What follows belongs to an exercise in optimizing a design on an open flow for small area and a short achievable clock period; a production flow would make more cautious choices.
No run shown here included a check of the RTL's function; only the layout flow was run.
Power figures rest on the tool's default switching activity, not on a simulated workload.

==> flow/flow/run.sh <==
#!/bin/bash
# Own flow: the standard layout (standard.sh) with two changes.
#  1. Synthesis: ABC maps the combinational logic with flow/abc_area.script
#     (area-first mapping, then buffering and sizing) instead of ORFS's
#     abc_area.script.  It runs from a private copy of the ORFS scripts in
#     which only that file differs; synth_recipe.tcl (-nofsm -noshare,
#     flatten, rename) and everything else is the standard synthesis.
#  2. Layout: the port buffers that global placement inserts on every input
#     and output are sky130_fd_sc_hd__buf_1 cells.
# Each tool's full output goes to synth.log / layout.log here (and ORFS's own
# per-step logs under orfs/logs/).
set -euo pipefail
rm -rf scripts_abc
cp -r "$FLOW_HOME/scripts" scripts_abc
cp flow/abc_area.script scripts_abc/abc_area.script
bash standard.sh SCRIPTS_DIR="$PWD/scripts_abc" synth > synth.log 2>&1
bash standard.sh SETUP_SLACK_MARGIN=50.2 "BUFFER_PORTS_ARGS=-buffer_cell sky130_fd_sc_hd__buf_1" finish > layout.log 2>&1
==> flow/design.v <==
`default_nettype none
module sin_rom(m, c0, c1);
  input [5:0] m;
  wire [5:0] m;
  output [15:0] c0;
  wire [15:0] c0;
  output [7:0] c1;
  wire [7:0] c1;
  wire _000_;
  wire _001_;
  wire _002_;
  wire _003_;
  wire _004_;
  wire _005_;
  wire _006_;
  wire _007_;
  wire _008_;
  wire _009_;
  wire _010_;
  wire _011_;
  wire _012_;
  wire _013_;
  wire _014_;
  wire _015_;
  wire _016_;
  wire _017_;
  wire _018_;
  wire _019_;
  wire _020_;
  wire _021_;
  wire _022_;
  wire _023_;
  wire _024_;
  wire _025_;
  wire _026_;
  wire _027_;
  wire _028_;
  wire _029_;
  wire _030_;
  wire _031_;
  wire _032_;
  wire _033_;
  wire _034_;
  wire _035_;
  wire _036_;
  wire _037_;
  wire _038_;
  wire _039_;
  wire _040_;
  wire _041_;
  wire _042_;
  wire _043_;
  wire _044_;
  wire _045_;
  wire _046_;
  wire _047_;
  wire _048_;
  wire _049_;
  wire _050_;
  wire _051_;
  wire _052_;
  wire _053_;
  wire _054_;
  wire _055_;
  wire _056_;
  wire _057_;
  wire _058_;
  wire _059_;
  wire _060_;
  wire _061_;
  wire _062_;
  wire _063_;
  wire _064_;
  wire _065_;
  wire _066_;
  wire _067_;
  wire _068_;
  wire _069_;
  wire _070_;
  wire _071_;
  wire _072_;
  wire _073_;
  wire _074_;
  wire _075_;
  wire _076_;
  wire _077_;
  wire _078_;
  wire _079_;
  wire _080_;
  wire _081_;
  wire _082_;
  wire _083_;
  wire _084_;
  wire _085_;
  wire _086_;
  wire _087_;
  wire _088_;
  wire _089_;
  wire _090_;
  wire _091_;
  wire _092_;
  wire _093_;
  wire _094_;
  wire _095_;
  wire _096_;
  wire _097_;
  wire _098_;
  wire _099_;
  wire _100_;
  wire _101_;
  wire _102_;
  wire _103_;
  wire _104_;
  wire _105_;
  wire _106_;
  wire _107_;
  wire _108_;
  wire _109_;
  wire _110_;
  wire _111_;
  wire _112_;
  wire _113_;
  wire _114_;
  wire _115_;
  wire _116_;
  wire _117_;
  wire _118_;
  wire _119_;
  wire _120_;
  wire _121_;
  wire _122_;
  wire _123_;
  wire _124_;
  wire _125_;
  wire _126_;
  wire _127_;
  wire _128_;
  wire _129_;
  wire _130_;
  wire _131_;
  wire _132_;
  wire _133_;
  wire _134_;
  wire _135_;
  wire _136_;
  wire _137_;
  wire _138_;
  wire _139_;
  wire _140_;
  wire _141_;
  wire _142_;
  wire _143_;
  wire _144_;
  wire _145_;
  wire _146_;
  wire _147_;
  wire _148_;
  wire _149_;
  wire _150_;
  wire _151_;
  wire _152_;
  wire _153_;
  wire _154_;
  wire _155_;
  wire _156_;
  wire _157_;
  wire _158_;
  wire _159_;
  wire _160_;
  wire _161_;
  wire _162_;
  wire _163_;
  wire _164_;
  wire _165_;
  wire _166_;
  wire _167_;
  wire _168_;
  wire _169_;
  wire _170_;
  wire _171_;
  wire _172_;
  wire _173_;
  wire _174_;
  wire _175_;
  wire _176_;
  wire _177_;
  wire _178_;
  wire _179_;
  wire _180_;
  wire _181_;
  wire _182_;
  wire _183_;
  wire _184_;
  wire _185_;
  wire _186_;
  wire _187_;
  wire _188_;
  wire _189_;
  wire _190_;
  wire _191_;
  wire _192_;
  wire _193_;
  wire _194_;
  wire _195_;
  wire _196_;
  wire _197_;
  wire _198_;
  wire _199_;
  wire _200_;
  wire _201_;
  wire _202_;
  wire _203_;
  wire _204_;
  wire _205_;
  wire _206_;
  wire _207_;
  wire _208_;
  wire _209_;
  wire _210_;
  wire _211_;
  wire _212_;
  wire _213_;
  wire _214_;
  wire _215_;
  wire _216_;
  wire _217_;
  wire _218_;
  wire _219_;
  wire _220_;
  wire _221_;
  wire _222_;
  wire _223_;
  wire _224_;
  wire _225_;
  wire _226_;
  wire _227_;
  wire _228_;
  wire _229_;
  wire _230_;
  wire _231_;
  wire _232_;
  wire _233_;
  wire _234_;
  wire _235_;
  wire _236_;
  wire _237_;
  wire _238_;
  wire _239_;
  wire _240_;
  wire _241_;
  wire _242_;
  wire _243_;
  wire _244_;
  wire _245_;
  wire _246_;
  wire _247_;
  wire _248_;
  wire _249_;
  wire _250_;
  wire _251_;
  wire _252_;
  wire _253_;
  wire _254_;
  wire _255_;
  wire _256_;
  wire _257_;
  wire _258_;
  wire _259_;
  wire _260_;
  wire _261_;
  wire _262_;
  wire _263_;
  wire _264_;
  wire _265_;
  wire _266_;
  wire _267_;
  wire _268_;
  wire _269_;
  wire _270_;
  wire _271_;
  wire _272_;
  wire _273_;
  wire _274_;
  wire _275_;
  wire _276_;
  wire _277_;
  wire _278_;
  wire _279_;
  wire _280_;
  wire _281_;
  wire _282_;
  wire _283_;
  wire _284_;
  wire _285_;
  wire _286_;
  wire _287_;
  wire _288_;
  wire _289_;
  wire _290_;
  wire _291_;
  wire _292_;
  wire _293_;
  wire _294_;
  wire _295_;
  wire _296_;
  wire _297_;
  wire _298_;
  wire _299_;
  wire _300_;
  wire _301_;
  assign _194_ = ~m[5];
  assign _204_ = ~m[4];
  assign _215_ = ~(m[0] | m[1]);
  assign _225_ = ~(m[2] & m[3]);
  assign _235_ = ~(_225_ | _215_);
  assign _241_ = _204_ & ~(_235_);
  assign _242_ = _194_ & ~(_241_);
  assign _243_ = ~(m[2] | m[3]);
  assign _244_ = ~(_243_ & m[4]);
  assign _245_ = m[1] ? m[0] : m[2];
  assign _246_ = _245_ | _244_;
  assign _247_ = _243_ | m[4];
  assign _248_ = ~(_247_ & m[5]);
  assign _249_ = _248_ | ~(_246_);
  assign c1[6] = _249_ & ~(_242_);
  assign _250_ = m[2] & ~(m[3]);
  assign _251_ = m[3] & ~(m[2]);
  assign _252_ = _204_ & ~(_251_);
  assign _253_ = _252_ & ~(_250_);
  assign _254_ = m[5] & ~(_253_);
  assign _255_ = ~(m[0] & m[1]);
  assign _256_ = _255_ | m[3];
  assign _257_ = ~_250_;
  assign _258_ = ~m[2];
  assign _259_ = m[3] & ~(m[1]);
  assign _260_ = ~(_259_ & _258_);
  assign _261_ = ~(_260_ & m[4]);
  assign _262_ = _257_ & ~(_261_);
  assign _263_ = _262_ & _256_;
  assign _264_ = _254_ & ~(_263_);
  assign _265_ = ~(m[1] | m[2]);
  assign _266_ = ~_265_;
  assign _267_ = m[0] & m[3];
  assign _268_ = _267_ | ~(_225_);
  assign _269_ = ~(_268_ & _266_);
  assign _270_ = _269_ | _204_;
  assign _271_ = _270_ & _242_;
  assign c1[5] = _271_ | _264_;
  assign _272_ = ~m[3];
  assign _273_ = m[2] & ~(_215_);
  assign _274_ = _272_ & ~(_273_);
  assign _275_ = _269_ & ~(_274_);
  assign _276_ = _242_ & ~(_275_);
  assign _277_ = _255_ | _272_;
  assign _278_ = m[2] & ~(m[4]);
  assign _279_ = ~(_278_ & _277_);
  assign _280_ = ~(m[0] ^ m[1]);
  assign _281_ = ~(m[0] ^ m[2]);
  assign _282_ = ~(_281_ & m[3]);
  assign _283_ = ~(_282_ | _280_);
  assign _284_ = ~(_283_ | _245_);
  assign _285_ = m[4] & ~(_284_);
  assign _286_ = m[1] & m[2];
  assign _287_ = _286_ | _235_;
  assign _288_ = _285_ & ~(_287_);
  assign _289_ = _279_ & ~(_288_);
  assign _290_ = m[5] & ~(_289_);
  assign c1[4] = _290_ | _276_;
  assign _291_ = _273_ | ~(_268_);
  assign _292_ = _266_ & ~(_291_);
  assign _293_ = _292_ | _204_;
  assign _294_ = _245_ & ~(_281_);
  assign _295_ = _258_ & ~(_280_);
  assign _296_ = ~(_295_ | _294_);
  assign _297_ = _296_ & ~(m[3]);
  assign _298_ = _297_ | _293_;
  assign _299_ = _241_ & ~(_274_);
  assign _300_ = _299_ | m[5];
  assign _301_ = _298_ & ~(_300_);
  assign _000_ = m[2] & ~(m[0]);
  assign _001_ = ~(_000_ | _280_);
  assign _002_ = _272_ & ~(_001_);
  assign _003_ = _283_ | _204_;
  assign _004_ = _003_ | _002_;
  assign _005_ = _280_ & ~(_282_);
  assign _006_ = m[1] & ~(m[4]);
  assign _007_ = _006_ & ~(_005_);
  assign _008_ = _007_ | _194_;
  assign _009_ = _004_ & ~(_008_);
  assign c1[3] = _009_ | _301_;
  assign _010_ = _280_ & ~(_258_);
  assign _011_ = _010_ | _295_;
  assign _012_ = _011_ | _272_;
  assign _013_ = ~_215_;
  assign _014_ = _281_ | m[3];
  assign _015_ = _013_ & ~(_014_);
  assign _016_ = _015_ | _204_;
  assign _017_ = _016_ | ~(_012_);
  assign _018_ = m[0] & ~(_286_);
  assign _019_ = _018_ | _250_;
  assign _020_ = m[4] | ~(m[0]);
  assign _021_ = _019_ & ~(_020_);
  assign _022_ = _017_ & ~(_021_);
  assign _023_ = _022_ | _194_;
  assign _024_ = _286_ | _204_;
  assign _025_ = _272_ ? _280_ : _011_;
  assign _026_ = _025_ | _024_;
  assign _027_ = _274_ | m[4];
  assign _028_ = _265_ | _272_;
  assign _029_ = ~(_028_ | _273_);
  assign _030_ = _277_ & ~(_029_);
  assign _031_ = _030_ & ~(_027_);
  assign _032_ = _031_ | m[5];
  assign _033_ = _026_ & ~(_032_);
  assign c1[2] = _023_ & ~(_033_);
  assign _034_ = m[2] & ~(m[1]);
  assign _035_ = m[3] | ~(m[0]);
  assign _036_ = _034_ & ~(_035_);
  assign _037_ = ~(_036_ | _015_);
  assign _038_ = _259_ | _204_;
  assign _039_ = _268_ & ~(_280_);
  assign _040_ = ~(_039_ | _038_);
  assign _041_ = ~(_040_ & _037_);
  assign _042_ = _286_ & ~(m[3]);
  assign _043_ = m[0] & m[2];
  assign _044_ = _204_ & ~(_043_);
  assign _045_ = _044_ & ~(_042_);
  assign _046_ = _045_ & ~(_283_);
  assign _047_ = _041_ & ~(_046_);
  assign _048_ = _243_ & _215_;
  assign _049_ = _048_ | m[4];
  assign _050_ = _280_ & ~(_294_);
  assign _051_ = _050_ | _028_;
  assign _052_ = _243_ & ~(_280_);
  assign _053_ = _051_ & ~(_052_);
  assign _054_ = _053_ & ~(_049_);
  assign _055_ = ~(_274_ & _266_);
  assign _056_ = _055_ & ~(_038_);
  assign _057_ = _056_ | _054_;
  assign c1[1] = _194_ ? _047_ : _057_;
  assign _058_ = _010_ | ~(_268_);
  assign _059_ = _034_ | m[3];
  assign _060_ = ~(_059_ & _058_);
  assign _061_ = m[3] & ~(_280_);
  assign _062_ = ~m[0];
  assign _063_ = ~(_034_ & _062_);
  assign _064_ = _061_ | ~(_063_);
  assign _065_ = _256_ & ~(_064_);
  assign _066_ = m[4] ? _060_ : _065_;
  assign _067_ = _030_ & ~(_052_);
  assign _068_ = _204_ & ~(_067_);
  assign _069_ = _014_ | m[1];
  assign _070_ = _042_ | _204_;
  assign _071_ = _070_ | _267_;
  assign _072_ = _069_ & ~(_071_);
  assign _073_ = _072_ | _068_;
  assign c1[0] = _194_ ? _066_ : _073_;
  assign _074_ = _272_ & ~(_286_);
  assign _075_ = m[4] & ~(_074_);
  assign _076_ = _194_ & ~(_075_);
  assign _077_ = ~(_048_ & _204_);
  assign c0[15] = ~(_077_ & _076_);
  assign _078_ = m[5] & ~(_243_);
  assign _079_ = _078_ | _254_;
  assign _080_ = _049_ | ~(_269_);
  assign _081_ = _080_ & _076_;
  assign c0[14] = _081_ | _079_;
  assign _082_ = ~(_078_ & _241_);
  assign _083_ = _272_ & ~(_215_);
  assign _084_ = _083_ | _245_;
  assign _085_ = _084_ | m[2];
  assign _086_ = _085_ & ~(_042_);
  assign _087_ = _086_ ^ _293_;
  assign _088_ = _194_ & ~(_087_);
  assign c0[13] = _082_ & ~(_088_);
  assign _089_ = _278_ & ~(_029_);
  assign _090_ = _244_ & ~(_089_);
  assign _091_ = _090_ | _194_;
  assign _092_ = m[1] & ~(m[2]);
  assign _093_ = _268_ & ~(_092_);
  assign _094_ = _093_ | _061_;
  assign _095_ = _270_ & ~(_094_);
  assign _096_ = _278_ | _273_;
  assign _097_ = _096_ & ~(_006_);
  assign _098_ = _097_ | _095_;
  assign _099_ = _074_ & ~(_295_);
  assign _100_ = _099_ | m[5];
  assign _101_ = _098_ & ~(_100_);
  assign c0[12] = _091_ & ~(_101_);
  assign _102_ = _281_ & ~(_075_);
  assign _103_ = m[4] & m[3];
  assign _104_ = _103_ & ~(_001_);
  assign _105_ = _104_ | _102_;
  assign _106_ = m[1] & ~(m[3]);
  assign _107_ = ~(_292_ | _106_);
  assign _108_ = _204_ & ~(_107_);
  assign _109_ = _108_ | _262_;
  assign c0[11] = _194_ ? _105_ : _109_;
  assign _110_ = _106_ & ~(_000_);
  assign _111_ = _110_ | _261_;
  assign _112_ = ~(_010_ | _295_);
  assign _113_ = _112_ | _272_;
  assign _114_ = ~(_035_ & _204_);
  assign _115_ = _113_ & ~(_114_);
  assign _116_ = _111_ & ~(_115_);
  assign _117_ = ~(m[4] | m[1]);
  assign _118_ = _281_ ? m[3] : _245_;
  assign _119_ = _272_ & ~(_112_);
  assign _120_ = _119_ | _118_;
  assign _121_ = _120_ & ~(_092_);
  assign _122_ = _083_ & ~(_121_);
  assign _123_ = ~(_012_ | _034_);
  assign _124_ = ~(_123_ | _261_);
  assign _125_ = _124_ & ~(_122_);
  assign _126_ = _125_ | _117_;
  assign c0[10] = m[5] ? _116_ : _126_;
  assign _127_ = _050_ | _259_;
  assign _128_ = ~(_127_ & _204_);
  assign _129_ = _261_ | _235_;
  assign _130_ = _037_ & ~(_129_);
  assign _131_ = _128_ & ~(_130_);
  assign _132_ = _131_ | _194_;
  assign _133_ = _061_ | _235_;
  assign _134_ = _133_ | _016_;
  assign _135_ = _247_ & ~(_006_);
  assign _136_ = _062_ & ~(_135_);
  assign _137_ = _136_ | m[5];
  assign _138_ = _134_ & ~(_137_);
  assign c0[9] = _132_ & ~(_138_);
  assign _139_ = m[3] & ~(m[0]);
  assign _140_ = _139_ | m[4];
  assign _141_ = _140_ | _050_;
  assign _142_ = _291_ & ~(_070_);
  assign _143_ = _141_ & ~(_142_);
  assign _144_ = _250_ & _215_;
  assign _145_ = _144_ | _106_;
  assign _146_ = _058_ & ~(_145_);
  assign _147_ = _146_ | _204_;
  assign _148_ = _274_ & ~(_049_);
  assign _149_ = _147_ & ~(_148_);
  assign c0[8] = m[5] ? _143_ : _149_;
  assign _150_ = _272_ & ~(_280_);
  assign _151_ = _204_ & ~(_150_);
  assign _152_ = ~(_139_ & _112_);
  assign _153_ = m[5] & ~(_152_);
  assign _154_ = _151_ & ~(_153_);
  assign _155_ = m[1] & ~(m[0]);
  assign _156_ = _272_ ? _155_ : _280_;
  assign _157_ = _296_ & ~(_156_);
  assign _158_ = _157_ | _251_;
  assign _159_ = _194_ ? _121_ : _158_;
  assign _160_ = m[4] & ~(_159_);
  assign c0[7] = _160_ | _154_;
  assign _161_ = _005_ | ~(_035_);
  assign _162_ = ~(_161_ & _204_);
  assign _163_ = _215_ & ~(_272_);
  assign _164_ = _163_ | _024_;
  assign _165_ = ~(_164_ | _052_);
  assign _166_ = _162_ & ~(_165_);
  assign _167_ = ~_084_;
  assign _168_ = _259_ & ~(_000_);
  assign _169_ = _014_ & ~(_168_);
  assign _170_ = m[4] ? _167_ : _169_;
  assign c0[6] = _194_ ? _166_ : _170_;
  assign _171_ = _118_ | m[4];
  assign _172_ = ~(_038_ | _155_);
  assign _173_ = _172_ & ~(_093_);
  assign _174_ = _171_ & ~(_173_);
  assign _175_ = _093_ | _204_;
  assign _176_ = _175_ | _122_;
  assign _177_ = _025_ & ~(_080_);
  assign _178_ = _176_ & ~(_177_);
  assign c0[5] = _194_ ? _174_ : _178_;
  assign _179_ = _268_ | ~(_151_);
  assign _180_ = m[4] & ~(_034_);
  assign _181_ = _180_ & ~(_156_);
  assign _182_ = _179_ & ~(_181_);
  assign _183_ = ~(_144_ | _267_);
  assign _184_ = _183_ | _293_;
  assign _185_ = _282_ & ~(m[4]);
  assign _186_ = _185_ & ~(_295_);
  assign _187_ = _184_ & ~(_186_);
  assign c0[4] = _194_ ? _182_ : _187_;
  assign _188_ = _019_ & ~(_036_);
  assign _189_ = _204_ & ~(_188_);
  assign _190_ = _118_ & ~(_024_);
  assign _191_ = _190_ | m[5];
  assign _192_ = _191_ | _189_;
  assign _193_ = _036_ | m[3];
  assign _195_ = _193_ | ~(_255_);
  assign _196_ = _195_ & ~(_070_);
  assign _197_ = _027_ & ~(_189_);
  assign _198_ = _260_ & ~(_197_);
  assign _199_ = _198_ | _196_;
  assign _200_ = ~(_058_ & m[5]);
  assign _201_ = _199_ & ~(_200_);
  assign c0[3] = _192_ & ~(_201_);
  assign _202_ = _048_ | _017_;
  assign _203_ = _014_ & ~(_094_);
  assign _205_ = _151_ & ~(_203_);
  assign _206_ = _202_ & ~(_205_);
  assign _207_ = _206_ | m[5];
  assign _208_ = _053_ & ~(_161_);
  assign _209_ = ~(_277_ & m[4]);
  assign _210_ = _209_ | _208_;
  assign _211_ = _039_ | m[4];
  assign _212_ = _193_ & ~(_211_);
  assign _213_ = _212_ | _194_;
  assign _214_ = _210_ & ~(_213_);
  assign c0[2] = _207_ & ~(_214_);
  assign _216_ = _158_ & ~(_215_);
  assign _217_ = _055_ & ~(_216_);
  assign _218_ = _217_ | _204_;
  assign _219_ = _112_ & ~(_059_);
  assign _220_ = _252_ & ~(_219_);
  assign _221_ = _220_ | _194_;
  assign _222_ = _218_ & ~(_221_);
  assign _223_ = _135_ | _123_;
  assign _224_ = _048_ | _204_;
  assign _226_ = _224_ | _110_;
  assign _227_ = ~(_226_ | _029_);
  assign _228_ = _227_ | m[5];
  assign _229_ = _223_ & ~(_228_);
  assign c0[1] = _229_ | _222_;
  assign _230_ = _011_ & ~(_127_);
  assign _231_ = _241_ & ~(_230_);
  assign _232_ = _119_ | _204_;
  assign _233_ = _152_ & ~(_232_);
  assign _234_ = _233_ | _231_;
  assign _236_ = m[2] | ~(m[0]);
  assign _237_ = _156_ | ~(_252_);
  assign _238_ = _237_ & ~(_117_);
  assign _239_ = _236_ & ~(_238_);
  assign _240_ = _239_ | _285_;
  assign c0[0] = m[5] ? _234_ : _240_;
  assign c1[7] = ~_079_;
endmodule
module sin_qrom(mq, aq, ex, qn);
  input [0:0] mq;
  wire [0:0] mq;
  input [2:0] aq;
  wire [2:0] aq;
  input [1:0] ex;
  wire [1:0] ex;
  output [3:0] qn;
  wire [3:0] qn;
  wire _00_;
  wire _01_;
  wire _02_;
  wire _03_;
  wire _04_;
  wire _05_;
  wire _06_;
  wire _07_;
  wire _08_;
  wire _09_;
  wire _10_;
  wire _11_;
  wire _12_;
  assign _00_ = ex[1] & ~(ex[0]);
  assign _01_ = ~(mq | aq[1]);
  assign _02_ = ~(aq[0] & aq[2]);
  assign _03_ = ~(_02_ | _01_);
  assign _04_ = ~(mq & aq[1]);
  assign _05_ = aq[2] & ~(_04_);
  assign _06_ = _05_ | _03_;
  assign _07_ = aq[0] & ~(_04_);
  assign _08_ = _07_ | ~(_06_);
  assign _09_ = ~(ex[0] ^ ex[1]);
  assign _10_ = ~(_09_ | _08_);
  assign _11_ = _06_ & ~(_10_);
  assign qn[2] = _11_ ^ _00_;
  assign qn[1] = _09_ ^ _08_;
  assign _12_ = _07_ | aq[2];
  assign qn[0] = _03_ | ~(_12_);
  assign qn[3] = ~(_11_ | _00_);
endmodule
module sin_fa
( input  wire a
, input  wire b
, input  wire c
, output wire s
, output wire co
);
assign s = a ^ b ^ c;
assign co = (a & b) | (a & c) | (b & c);
endmodule
module sin_ha
( input  wire a
, input  wire b
, output wire s
, output wire co
);
assign s = a ^ b;
assign co = a & b;
endmodule
`default_nettype none
module saw2sin
( input  wire        i_clk
, input  wire [15:0] i_saw
, output logic [15:0] o_sin
);
wire inv = i_saw[15];
wire rev = i_saw[14];
wire [13:0] v = i_saw[13:0] ^ {14{rev}};
wire [5:0] m = v[13:8];
wire [7:0] x = {~i_saw[7], i_saw[6:0]};
wire [6:0] a = x[7] ? ~x[6:0] : x[6:0];
wire [15:0] c0;
wire [7:0] c1;
sin_rom rom (.m(m), .c0(c0), .c1(c1));
wire [3:0] qn;
sin_qrom qrom (.mq(m[5:5]), .aq(a[6:4]), .ex({inv, bneg[3]}), .qn(qn));
wire [3:0] bneg, bone, btwo;
assign bneg[0] = x[1] ^ rev;
assign bone[0] = x[0] ^ 1'b0;
assign btwo[0] = (x[1] & ~x[0] & ~1'b0) | (~x[1] & x[0] & 1'b0);
assign bneg[1] = x[3] ^ rev;
assign bone[1] = x[2] ^ x[1];
assign btwo[1] = (x[3] & ~x[2] & ~x[1]) | (~x[3] & x[2] & x[1]);
assign bneg[2] = x[5] ^ rev;
assign bone[2] = x[4] ^ x[3];
assign btwo[2] = (x[5] & ~x[4] & ~x[3]) | (~x[5] & x[4] & x[3]);
assign bneg[3] = x[7] ^ rev;
assign bone[3] = x[6] ^ x[5];
assign btwo[3] = (x[7] & ~x[6] & ~x[5]) | (~x[7] & x[6] & x[5]);
wire b_pp0_5 = (((bone[0] & c1[5]) | (btwo[0] & c1[4])) ^ bneg[0]);
wire b_pp0_6 = (((bone[0] & c1[6]) | (btwo[0] & c1[5])) ^ bneg[0]);
wire b_pp0_7 = (((bone[0] & c1[7]) | (btwo[0] & c1[6])) ^ bneg[0]);
wire b_pp0_8 = ((btwo[0] & c1[7]) ^ bneg[0]);
wire b_nneg0 = ~bneg[0];
wire b_pp1_3 = (((bone[1] & c1[3]) | (btwo[1] & c1[2])) ^ bneg[1]);
wire b_pp1_4 = (((bone[1] & c1[4]) | (btwo[1] & c1[3])) ^ bneg[1]);
wire b_pp1_5 = (((bone[1] & c1[5]) | (btwo[1] & c1[4])) ^ bneg[1]);
wire b_pp1_6 = (((bone[1] & c1[6]) | (btwo[1] & c1[5])) ^ bneg[1]);
wire b_pp1_7 = (((bone[1] & c1[7]) | (btwo[1] & c1[6])) ^ bneg[1]);
wire b_pp1_8 = ((btwo[1] & c1[7]) ^ bneg[1]);
wire b_nneg1 = ~bneg[1];
wire b_pp2_1 = (((bone[2] & c1[1]) | (btwo[2] & c1[0])) ^ bneg[2]);
wire b_pp2_2 = (((bone[2] & c1[2]) | (btwo[2] & c1[1])) ^ bneg[2]);
wire b_pp2_3 = (((bone[2] & c1[3]) | (btwo[2] & c1[2])) ^ bneg[2]);
wire b_pp2_4 = (((bone[2] & c1[4]) | (btwo[2] & c1[3])) ^ bneg[2]);
wire b_pp2_5 = (((bone[2] & c1[5]) | (btwo[2] & c1[4])) ^ bneg[2]);
wire b_pp2_6 = (((bone[2] & c1[6]) | (btwo[2] & c1[5])) ^ bneg[2]);
wire b_pp2_7 = (((bone[2] & c1[7]) | (btwo[2] & c1[6])) ^ bneg[2]);
wire b_pp2_8 = ((btwo[2] & c1[7]) ^ bneg[2]);
wire b_nneg2 = ~bneg[2];
wire b_pp3_0 = ((bone[3] & c1[0]) ^ bneg[3]);
wire b_pp3_1 = (((bone[3] & c1[1]) | (btwo[3] & c1[0])) ^ bneg[3]);
wire b_pp3_2 = (((bone[3] & c1[2]) | (btwo[3] & c1[1])) ^ bneg[3]);
wire b_pp3_3 = (((bone[3] & c1[3]) | (btwo[3] & c1[2])) ^ bneg[3]);
wire b_pp3_4 = (((bone[3] & c1[4]) | (btwo[3] & c1[3])) ^ bneg[3]);
wire b_pp3_5 = (((bone[3] & c1[5]) | (btwo[3] & c1[4])) ^ bneg[3]);
wire b_pp3_6 = (((bone[3] & c1[6]) | (btwo[3] & c1[5])) ^ bneg[3]);
wire b_pp3_7 = (((bone[3] & c1[7]) | (btwo[3] & c1[6])) ^ bneg[3]);
wire b_pp3_8 = ((btwo[3] & c1[7]) ^ bneg[3]);
wire b_nneg3 = ~bneg[3];
wire b_q0 = qn[0];
wire b_q1 = qn[1];
wire b_q2 = qn[2];
wire b_q3 = qn[3];
wire ws1, wc1;
sin_fa u_ws1 (.a(b_pp0_5), .b(b_pp1_3), .c(b_pp2_1), .s(ws1), .co(wc1));
wire ws2, wc2;
sin_ha u_ws2 (.a(b_q0), .b(c0[0]), .s(ws2), .co(wc2));
wire ws3, wc3;
sin_fa u_ws3 (.a(b_pp0_6), .b(b_pp1_4), .c(b_pp2_2), .s(ws3), .co(wc3));
wire ws4, wc4;
sin_fa u_ws4 (.a(b_pp3_0), .b(b_q1), .c(c0[1]), .s(ws4), .co(wc4));
wire ws5, wc5;
sin_fa u_ws5 (.a(b_pp0_7), .b(b_pp1_5), .c(b_pp2_3), .s(ws5), .co(wc5));
wire ws6, wc6;
sin_fa u_ws6 (.a(b_pp3_1), .b(b_q2), .c(c0[2]), .s(ws6), .co(wc6));
wire ws7, wc7;
sin_fa u_ws7 (.a(b_pp0_8), .b(b_pp1_6), .c(b_pp2_4), .s(ws7), .co(wc7));
wire ws8, wc8;
sin_fa u_ws8 (.a(b_pp3_2), .b(b_q3), .c(c0[3]), .s(ws8), .co(wc8));
wire ws9, wc9;
sin_fa u_ws9 (.a(b_nneg0), .b(b_pp1_7), .c(b_pp2_5), .s(ws9), .co(wc9));
wire ws10, wc10;
sin_ha u_ws10 (.a(b_pp3_3), .b(c0[4]), .s(ws10), .co(wc10));
wire ws11, wc11;
sin_fa u_ws11 (.a(b_pp1_8), .b(b_pp2_6), .c(b_pp3_4), .s(ws11), .co(wc11));
wire ws12, wc12;
sin_fa u_ws12 (.a(b_nneg1), .b(b_pp2_7), .c(b_pp3_5), .s(ws12), .co(wc12));
wire ws13, wc13;
sin_fa u_ws13 (.a(b_pp2_8), .b(b_pp3_6), .c(c0[7]), .s(ws13), .co(wc13));
wire ws14, wc14;
sin_fa u_ws14 (.a(b_nneg2), .b(b_pp3_7), .c(c0[8]), .s(ws14), .co(wc14));
wire ws15, wc15;
sin_fa u_ws15 (.a(wc1), .b(wc2), .c(ws3), .s(ws15), .co(wc15));
wire ws16, wc16;
sin_fa u_ws16 (.a(wc3), .b(wc4), .c(ws5), .s(ws16), .co(wc16));
wire ws17, wc17;
sin_fa u_ws17 (.a(wc5), .b(wc6), .c(ws7), .s(ws17), .co(wc17));
wire ws18, wc18;
sin_fa u_ws18 (.a(wc7), .b(wc8), .c(ws9), .s(ws18), .co(wc18));
wire ws19, wc19;
sin_fa u_ws19 (.a(wc9), .b(wc10), .c(ws11), .s(ws19), .co(wc19));
wire ws20, wc20;
sin_fa u_ws20 (.a(wc11), .b(ws12), .c(c0[6]), .s(ws20), .co(wc20));
wire ws21, wc21;
sin_fa u_ws21 (.a(wc14), .b(b_pp3_8), .c(c0[9]), .s(ws21), .co(wc21));
wire ws22, wc22;
sin_fa u_ws22 (.a(wc15), .b(ws16), .c(ws6), .s(ws22), .co(wc22));
wire ws23, wc23;
sin_fa u_ws23 (.a(wc16), .b(ws17), .c(ws8), .s(ws23), .co(wc23));
wire ws24, wc24;
sin_fa u_ws24 (.a(wc17), .b(ws18), .c(ws10), .s(ws24), .co(wc24));
wire ws25, wc25;
sin_fa u_ws25 (.a(wc18), .b(ws19), .c(c0[5]), .s(ws25), .co(wc25));
wire ws26, wc26;
sin_fa u_ws26 (.a(wc20), .b(wc12), .c(ws13), .s(ws26), .co(wc26));
wire ws27, wc27;
sin_fa u_ws27 (.a(wc21), .b(b_nneg3), .c(c0[10]), .s(ws27), .co(wc27));
wire ws28, wc28;
sin_fa u_ws28 (.a(wc25), .b(wc19), .c(ws20), .s(ws28), .co(wc28));
wire ws29, wc29;
sin_fa u_ws29 (.a(wc26), .b(wc13), .c(ws14), .s(ws29), .co(wc29));
wire [15:0] ra = {c0[15], c0[14], c0[13], c0[12], wc27, ws27, wc29, ws29, wc28, ws28, wc24, wc23, wc22, ws22, ws15, ws1};
wire [15:0] rb = {1'b0, 1'b0, 1'b0, 1'b0, c0[11], 1'b0, ws21, 1'b0, ws26, 1'b0, ws25, ws24, ws23, 1'b0, ws4, ws2};
wire [15:0] z;
wire [15:0] pg_g0 = ra & rb;
wire [15:0] pg_p0 = ra ^ rb;
wire pfx_g1 = pg_g0[1] | (pg_p0[1] & pg_g0[0]);
wire pfx_p1 = pg_p0[1] & pg_p0[0];
wire pfx_g2 = pg_g0[3] | (pg_p0[3] & pg_g0[2]);
wire pfx_p2 = pg_p0[3] & pg_p0[2];
wire pfx_g3 = pg_g0[5] | (pg_p0[5] & pg_g0[4]);
wire pfx_p3 = pg_p0[5] & pg_p0[4];
wire pfx_g4 = pg_g0[7] | (pg_p0[7] & pg_g0[6]);
wire pfx_p4 = pg_p0[7] & pg_p0[6];
wire pfx_g5 = pg_g0[9] | (pg_p0[9] & pg_g0[8]);
wire pfx_p5 = pg_p0[9] & pg_p0[8];
wire pfx_g6 = pg_g0[11] | (pg_p0[11] & pg_g0[10]);
wire pfx_p6 = pg_p0[11] & pg_p0[10];
wire pfx_g7 = pg_g0[13] | (pg_p0[13] & pg_g0[12]);
wire pfx_p7 = pg_p0[13] & pg_p0[12];
wire pfx_g8 = pg_g0[15] | (pg_p0[15] & pg_g0[14]);
wire pfx_p8 = pg_p0[15] & pg_p0[14];
wire pfx_g9 = pfx_g2 | (pfx_p2 & pfx_g1);
wire pfx_p9 = pfx_p2 & pfx_p1;
wire pfx_g10 = pfx_g4 | (pfx_p4 & pfx_g3);
wire pfx_p10 = pfx_p4 & pfx_p3;
wire pfx_g11 = pfx_g6 | (pfx_p6 & pfx_g5);
wire pfx_p11 = pfx_p6 & pfx_p5;
wire pfx_g12 = pfx_g8 | (pfx_p8 & pfx_g7);
wire pfx_p12 = pfx_p8 & pfx_p7;
wire pfx_g13 = pfx_g10 | (pfx_p10 & pfx_g9);
wire pfx_p13 = pfx_p10 & pfx_p9;
wire pfx_g14 = pfx_g12 | (pfx_p12 & pfx_g11);
wire pfx_p14 = pfx_p12 & pfx_p11;
wire pfx_g15 = pfx_g14 | (pfx_p14 & pfx_g13);
wire pfx_p15 = pfx_p14 & pfx_p13;
wire pfx_g16 = pfx_g11 | (pfx_p11 & pfx_g13);
wire pfx_p16 = pfx_p11 & pfx_p13;
wire pfx_g17 = pfx_g3 | (pfx_p3 & pfx_g9);
wire pfx_p17 = pfx_p3 & pfx_p9;
wire pfx_g18 = pfx_g5 | (pfx_p5 & pfx_g13);
wire pfx_p18 = pfx_p5 & pfx_p13;
wire pfx_g19 = pfx_g7 | (pfx_p7 & pfx_g16);
wire pfx_p19 = pfx_p7 & pfx_p16;
wire pfx_g20 = pg_g0[2] | (pg_p0[2] & pfx_g1);
wire pfx_p20 = pg_p0[2] & pfx_p1;
wire pfx_g21 = pg_g0[4] | (pg_p0[4] & pfx_g9);
wire pfx_p21 = pg_p0[4] & pfx_p9;
wire pfx_g22 = pg_g0[6] | (pg_p0[6] & pfx_g17);
wire pfx_p22 = pg_p0[6] & pfx_p17;
wire pfx_g23 = pg_g0[8] | (pg_p0[8] & pfx_g13);
wire pfx_p23 = pg_p0[8] & pfx_p13;
wire pfx_g24 = pg_g0[10] | (pg_p0[10] & pfx_g18);
wire pfx_p24 = pg_p0[10] & pfx_p18;
wire pfx_g25 = pg_g0[12] | (pg_p0[12] & pfx_g16);
wire pfx_p25 = pg_p0[12] & pfx_p16;
wire pfx_g26 = pg_g0[14] | (pg_p0[14] & pfx_g19);
wire pfx_p26 = pg_p0[14] & pfx_p19;
wire [15:0] pg_pi = pg_p0 ^ {16{inv}};
assign z[0] = pg_pi[0];
assign z[1] = pg_pi[1] ^ pg_g0[0];
assign z[2] = pg_pi[2] ^ pfx_g1;
assign z[3] = pg_pi[3] ^ pfx_g20;
assign z[4] = pg_pi[4] ^ pfx_g9;
assign z[5] = pg_pi[5] ^ pfx_g21;
assign z[6] = pg_pi[6] ^ pfx_g17;
assign z[7] = pg_pi[7] ^ pfx_g22;
assign z[8] = pg_pi[8] ^ pfx_g13;
assign z[9] = pg_pi[9] ^ pfx_g23;
assign z[10] = pg_pi[10] ^ pfx_g18;
assign z[11] = pg_pi[11] ^ pfx_g24;
assign z[12] = pg_pi[12] ^ pfx_g16;
assign z[13] = pg_pi[13] ^ pfx_g25;
assign z[14] = pg_pi[14] ^ pfx_g19;
assign z[15] = pg_pi[15] ^ pfx_g26;
wire [14:0] zi = z[15:1];
logic [15:0] sin_q;
always_ff @(posedge i_clk) sin_q <= {~inv, zi};
always_comb o_sin = sin_q;
endmodule
==> flow/constraint.sdc <==
create_clock -name core_clock -period 70.0 [get_ports {i_clk}]
set_input_delay 14.0000 -clock core_clock [delete_from_list [all_inputs] [get_ports {i_clk}]]
set_output_delay 14.0000 -clock core_clock [all_outputs]
set_load 0.01 [all_outputs]
==> flow/standard.sh <==
#!/bin/bash
# synth_recipe.tcl (not shown) runs the flow's synth.tcl, then flattens the netlist and writes it again
# the make line also repeats each setting of config.mk as NAME=value (left out here)
make -C /OpenROAD-flow-scripts/flow DESIGN_CONFIG=/design/flow/config.mk WORK_HOME=/design/flow/orfs CLKGATE_MAP_FILE= SYNTH_SCRIPT=/design/flow/synth_recipe.tcl "${@:-finish}"
==> flow/flow/abc_area.script <==
strash
dch
map -a
topo
stime -c
buffer -c
upsize -c
dnsize -c
==> flow/config.mk <==
export PLATFORM = sky130hd
export DESIGN_NAME = saw2sin
export DESIGN_NICKNAME = saw2sin
export VERILOG_FILES = /design/flow/design.v
export SDC_FILE = /design/flow/constraint.sdc
export NUM_CORES = 4
export LEC_CHECK = 0
export ABC_AREA = 1
export CAP_MARGIN = 20
export CORE_MARGIN = 2
export CORE_UTILIZATION = 40
export SLEW_MARGIN = 20
export SYNTH_HIERARCHICAL = 1
==> impl_results.md, run 1 <==
- Layout Nets: ~590
- Fin area: 4010 um^2
- Critical path depth: 27
- H-Tree Level Count: 1
- Synth top area share: 15.3%
- DRT Wirelength: 11300 um
- Congestion Overflow GR: 0
- Ant diodes: 0
- Top_reg_cell synth: dfxtp_1
- Pins Over Slew Limit: 0
- Initial antenna violation count: 0
- Most instantiated cells after synthesis: nor2_1 (56), nand2_1 (53), inv_1 (50)
- Crit start category: primary input
- Cells after Synth: 488
- Psw: 112 uW
- Wirelength per Cell: 17.9 um
- Worst-Margin Slew: 0.807 ns
- Most common cell on crit path: fa_1
- Max reg flops: 16
- Overall Power: 215 uW
- Clock Pin Slew Worst Setup and Hold Paths: approximately 0.050 ns
- Post-synthesis sequential area ratio: between 9 and 10%
- P_int: ~100 uW
- Final GP Congestion: between 1 and 1.5
- Setup TNS: 0 ns
- Top reg by flops: sin_q
- Data required, critical path: 70.12 ns
- Area growth syn-to-layout: 13.6%
- Vias in the first global route: 3422
- Hold crit path type: in -> reg
- Inserted Clock Buffers: 3
- Post-synth EDFFs: 0
- Critical Path AT: 19.61 ns
- Min Tclk post-route: roughly 19 ns
- Synth top area cells: fa_1 (15%), xor2_1 (11%), dfxtp_1 (9.1%), ha_1 (7.8%), xnor2_1 (6.2%)
- Total Routing Usage GR: 23.2%
- Detailed placer's ending HPWL: 9250 um
- Clock root buffer: clkbuf_8
- Critical Path End: sin_q[14]$_DFF_P_
- Setup-failing EPs final: 0
- Share of layout cells above drive strength 1: roughly an eighth
- Die width: between 90 and 100 um
- Top flop regs: sin_q: 16 flops
- DRT iter0 DRCs: ~470
- Final Hold Viols: 0
- Max Cap Viol: 0
- Clock tree buffer depth: 2
- IO Count: 33
- Worst hold slack: 14.23 ns
- Drt pass-1 iters: 5
- Async set-reset flop share out of synthesis: 0%
- Mapped Avg Cell Area: a little over 7 um^2
- CP max stage cell: fa_1
- Initial Utilization: 40.9%
- Syn. warnings: 7
- Post-CTS Hold Fix Bufs: 0
- CP startpoint: i_saw[14]
- Core area: about 8600 um^2
- Fmax: around 50 MHz
- Hold path depth: 2
- RSZ-0062 raised after global routing: no
- CP endpoint kind: flop
- Die ar.: 9600 um^2
- Outcome: no timing/DRC/antenna violations
- # clock sinks: 16
- Synthesized cell area: 3530 um^2
- Detail Route Antenna Nets: 0
- Synth area leader: fa_1
- Crit path largest cell delay: about 0.46 ns
- Final period util: 27.8%
- First-pass GRT wire length: about 18000 um
- Cell with the most instances after synthesis: nor2_1
- PwrDens: 53.5 nW/um^2
- Final core occ: 46.5%
- Largest net degree at the start of global routing: 36
- Critical Setup Path Class: in -> reg
- Crit Path Max Fanout: 10
- WP buf/inv: 5
- Number of distinct library cells after synthesis: between 40 and 50
- Post-synthesis register bit count: 16
- Synth Net Count: 554
- Static Leak: between 0.0015 and 0.002 uW
- CTS tree: yes
- Vias per cell: 5.76
- Die Ht: 98.0 um
- Slew headroom: 45.8%
- # rows: 34
- Post-Place Cell Area: 3760 um^2
- Clock Power Share: roughly 2.9%
- Switch share: 52.3%
- Logic pwr share: about nine tenths
- Vias: 3651
- Port Buf Inserts: 32
- Seq pwr share: 8.5%
- DR DRC count: 0
- Max VDD drop: 0.0000313 V
- CP top delay family: adder cells
[layout make-up]
cell class              instances  area [um^2]
clock buffers                   3         41.3
fillers                       883         4620
inverters                      63          244
multi-input cells             392         2980
flip-flops and latches         16          320
well taps                     108          135
repair buffers                 52          292
[cell usage in the layout, fill, tap and decap left out, types with 5 or more instances in the layout]
| cell | instances |
|---|---|
| dfxtp_1 | 16 |
| xor2_1 | 41 |
| fa_1 | 27 |
| xnor2_1 | 25 |
| a21oi_1 | 28 |
| o21ai_0 | 25 |
| nand2_1 | 53 |
| o22ai_1 | 28 |
| nor3_1 | 10 |
| nor2_1 | 56 |
| a21oi_2 | 5 |
| inv_2 | 13 |
| nor2_2 | 5 |
| ha_1 | 20 |
| buf_1 | 30 |
| inv_1 | 48 |
| nand3_1 | 10 |
| buf_4 | 19 |
| a31oi_1 | 11 |
[worst min-delay path by stage]
stage                      startpoint                end  slack (ns)
floorplan            sin_q[0]$_DFF_P_           o_sin[0]       14.30
global placement     sin_q[3]$_DFF_P_           o_sin[3]       14.39
detailed placement  sin_q[15]$_DFF_P_          o_sin[15]       14.38
CTS                         i_saw[15]  sin_q[15]$_DFF_P_       14.39
global route                i_saw[15]  sin_q[15]$_DFF_P_       14.28
finish                      i_saw[15]  sin_q[15]$_DFF_P_       14.23
[per-stage QoR]
step | setup slack, ns | cells
global placement | 49.11 | 615
floorplan | 50.32 | 488
detailed placement | 49.04 | 615
CTS | 50.21 | 618
global route | 50.17 | 634
finish | 50.51 | 634
[Yosys stat by module, one instance, submodules excluded]
module,flops+latches,times used
sin_qrom,0,1
sin_fa,0,27
saw2sin,16,1
sin_rom,0,1
sin_ha,0,2
[repair_timing]
action                                  in CTS  in global routing
resized for setup                           10                  9
buffers inserted                             0                 16
pin swaps                                    1                  3
endpoints found under the setup margin      11                  8
[power by group through the flow]
stage / combinational, uW / sequential (uW) / clock, uW
after CTS: 189 / 18.4 / 6.44
after floorplan: 147 / 21.2 / 0
after global placement: 185 / 18.6 / 0
after detailed placement: 188 / 18.6 / 0
final: 190 / 18.4 / 6.17
after global routing: 215 / 18.8 / 6.74
[kinds of logic (layout without fill, tap and decap cells)]
| family | after synthesis | after routing | share of synthesized area (%) |
|---|---|---|---|
| compound gates | 126 | 126 | 22.9 |
| xor+xnor | 72 | 72 | 18.1 |
| fa+ha+maj | 49 | 49 | 23.1 |
| buf+inv | 80 | 118 | 9.03 |
| flops | 16 | 16 | 9.06 |
| simple gates | 145 | 145 | 17.9 |
[per-layer routing]
metal / up-vias / global-route usage (%) / part of all wire [%]
li1: 1705 / - / -
met1: 1682 / 33.2 / 43
met2: 226 / 35.7 / 44
met3: 38 / 2.65 / 9.4
met4: 0 / 9.62 / 3.9
met5: - / 0 / 0
==> run 2, diff against run 1 <==
--- a/flow/flow/run.sh
+++ b/flow/flow/run.sh
@@ -14,4 +14,4 @@
 cp -r "$FLOW_HOME/scripts" scripts_abc
 cp flow/abc_area.script scripts_abc/abc_area.script
 bash standard.sh SCRIPTS_DIR="$PWD/scripts_abc" synth > synth.log 2>&1
-bash standard.sh SETUP_SLACK_MARGIN=50.2 "BUFFER_PORTS_ARGS=-buffer_cell sky130_fd_sc_hd__buf_1" finish > layout.log 2>&1
+bash standard.sh SETUP_SLACK_MARGIN=49.7 "BUFFER_PORTS_ARGS=-buffer_cell sky130_fd_sc_hd__buf_1" finish > layout.log 2>&1
==> run 2 against run 1 <==
Synthesized cell count stayed put. Worst setup slack lost 0.44 ns. Sequential power hardly changed. Largest power group unchanged. Via count fell by 1.4%. Critical endpoint unchanged. Clock power barely moved. Power fell by 1.1%. Routed wire length down 1.6%. Still clean.
==> impl_results.md, run 2 <==
- Met3 wire len: 992 um
- Largest net degree at the start of global routing: 36
- Critical Path AT: 20.06 ns
- Initial antenna violation count: 0
- Synth area leader: fa_1
- Critical Setup Path Class: in -> reg
- Switch share: 52.6%
- # clock sinks: 16
- Setup-failing EPs final: 0
- Clock Pin Slew Worst Setup and Hold Paths: 0.05 ns
- DRT met1 WL: between 4000 and 5000 um
- Setup TNS: 0 ns
- Final Hold Viols: 0
- DRT iter0 DRCs: 451
- Die width: 98.0 um
- Wirelength per Cell: 18.0 um
- Max reg flops: 16
- CTS tree: yes
- Most instantiated cells after synthesis: nor2_1 (56), nand2_1 (53), inv_1 (50)
- WP buf/inv: 5
- Cell with the most instances after synthesis: nor2_1
- Fmax: 50.2 MHz
- Top reg by flops: sin_q
- Post-synthesis sequential area ratio: a little under a tenth
- Detailed placer's ending HPWL: just over 9000 um
- Wire length on met2: 4850 um
- Inserted Clock Buffers: 3
- Async set-reset flop share out of synthesis: 0%
- Clock root buffer: clkbuf_8
- DRT Wirelength: 11100 um
- Clock tree buffer depth: 2
- Slew headroom: 45.9%
- Pins Over Slew Limit: 0
- Max VDD drop: 0.0000313 V
- Area growth syn-to-layout: 9.06%
- Post-CTS Hold Fix Bufs: 0
- Synth top area share: 15.3%
- Final period util: 28.5%
- Worst hold slack: 14.23 ns
- Vias per cell: approximately 5.8
- Core area: between 8000 and 9000 um^2
- Share of layout cells above drive strength 1: approximately a tenth
- CP max stage cell: ha_1
- Drt pass-1 iters: 6
- DR DRC count: 0
- RSZ-0062 raised after global routing: no
- # rows: 34
- Clock Power Share: 2.9%
- Initial Utilization: 40.9%
- Layout Nets: 578
- Crit Path Max Fanout: 10
- CP endpoint kind: flop
- Vias: roughly 3600
- Detail Route Antenna Nets: 0
- Data required, critical path: 70.12 ns
- Vias in the first global route: 3401
- IO Count: 33
- Static Leak: 0.00163 uW
- Top_reg_cell synth: dfxtp_1
- Port Buf Inserts: 32
- Cells after Synth: 488
- Congestion Overflow GR: 0
- Synthesized cell area: ~3500 um^2
- Top flop regs: sin_q: 16 flops
- Max Used Layer: met4
- Most common cell after layout, fill and taps aside: nor2_1
- CP top delay family: adder cells
- Die Ht: 98.0 um
- Total Routing Usage GR: about 23%
- Min Tclk post-route: 19.94 ns
- First-pass GRT wire length: 17900 um
- P_int: 101 uW
- Crit start category: primary input
- PwrDens: 55.1 nW/um^2
- Outcome: no timing/DRC/antenna violations
- Mapped Avg Cell Area: 7.24 um^2
- Crit path largest cell delay: 0.46 ns
- Final GP Congestion: ~1.0
- Die ar.: ~9600 um^2
- Hold crit path type: in -> reg
- Setup Fix Bufs, Post-CTS: 0
- Max Cap Viol: 0
- H-Tree Level Count: 1
- Post-synth EDFFs: 0
- Commonest cells after routing, fill and taps aside: nor2_1 (56), nand2_1 (53), inv_1 (50), xor2_1 (41), buf_1 (30)
- Number of distinct library cells after synthesis: 41
- Seq pwr share: roughly 8.6%
- Syn. warnings: 7
- Ant diodes: 0
- Synth Net Count: 554
- Worst-Margin Slew: 0.806 ns
- Post-synthesis register bit count: 16
- Logic pwr share: 88.4%
- Synth top area cells: fa_1 (15%), xor2_1 (11%), dfxtp_1 (9.1%), ha_1 (7.8%), xnor2_1 (6.2%)
- Psw: 112 uW
==> run 2: cell counts after synthesis <==
Identical to the previous run, type by type.
==> run 2: layer usage <==
layer  vias to the layer above  global-route usage (%)
met5                         -                       0
met4                         0                    9.08
met3                        38                    1.79
met2                       218                    35.9
met1                      1667                    33.5
li1                       1678                       -
==> run 2: through the flow <==
step | setup slack (ns) | area (um^2) | cells | power, uW | util [%]
3_3_place_gp | 49.11 | 3760 | 615 | 203 | 43.5
5_1_grt | 49.71 | 3850 | 618 | 238 | 44.6
3_5_place_dp | 49.04 | 3760 | 615 | 206 | 43.5
4_1_cts | 49.82 | 3850 | 618 | 214 | 44.5
2_1_floorplan | 50.32 | 3530 | 488 | 169 | -
6_report | 50.06 | 3850 | 618 | 212 | 44.6
==> run 2: kinds of logic after synthesis <==
family	count (synthesis)	synth area share (%)
simple gates	145	17.9
fa+ha+maj	49	23.1
xor+xnor	72	18.1
compound gates	126	22.9
flops	16	9.06
buf+inv	80	9.03
==> run 2: final timing paths <==
check	slack [ns]	cells after the start	endpoint	from
worst min-delay path	14.23	2	sin_q[15]$_DFF_P_	i_saw[15]
worst max-delay path	50.06	27	sin_q[14]$_DFF_P_	i_saw[14]
==> run 2: per-module statistics from Yosys, one instance, submodules excluded <==
| module | times used | flops+latches | cells |
|---|---|---|---|
| sin_qrom | 1 | 0 | 15 |
| saw2sin | 1 | 16 | 189 |
| sin_fa | 27 | 0 | 1 |
| sin_rom | 1 | 0 | 255 |
| sin_ha | 2 | 0 | 1 |
==> run 2: final cells by class <==
type                       instances  area [um^2]
tap                              108          135
multi-input combinational        392         2970
sequential                        16          320
timing repair buffer              36          155
fill                             895         4780
inverter                          63          236
clock buffer                       3         41.3
==> run 2: power by group through the flow <==
stage               logic (uW)  registers, uW  clock network, uW
finish                     188           18.4               6.17
global route               213           18.8               6.74
CTS                        189           18.4               6.44
detailed placement         188           18.6                  0
global placement           185           18.6                  0
floorplan                  147           21.2                  0
==> run 2: repair_timing <==
item	in CTS	in global routing
endpoints found under the setup margin	8	7
gates resized for setup	6	4
cloned	0	0

==> afterwards: timing with drivers on the ports <==
The results above use ideal ports. As a check the final layouts listed here were re-extracted and re-timed, cells and wires unchanged. Step 1 sets driving cells, clkbuf_16 on the clock port and buf_2 on the other inputs (assumed; they add their load-dependent delay and slew). Step 2 also shifts input and output timing later by t, the mid clock arrival at the registers, as if the neighbouring blocks saw the same clock. Slacks: ideal ports / drivers / drivers and shift; pairs: ideal ports / drivers.
run | shift t [ns] | setup WS [ns] | pins driven straight from the clock port
run 1 | 0.257 | 50.505 / 50.494 / 50.237 | 1
run 2 | 0.257 | 50.061 / 50.062 / 49.805 | 1
After both steps every run listed still meets setup and hold. The setup slack of run 1, which loses most, moves by -0.011 ns with the drivers and by -0.268 ns with both steps.
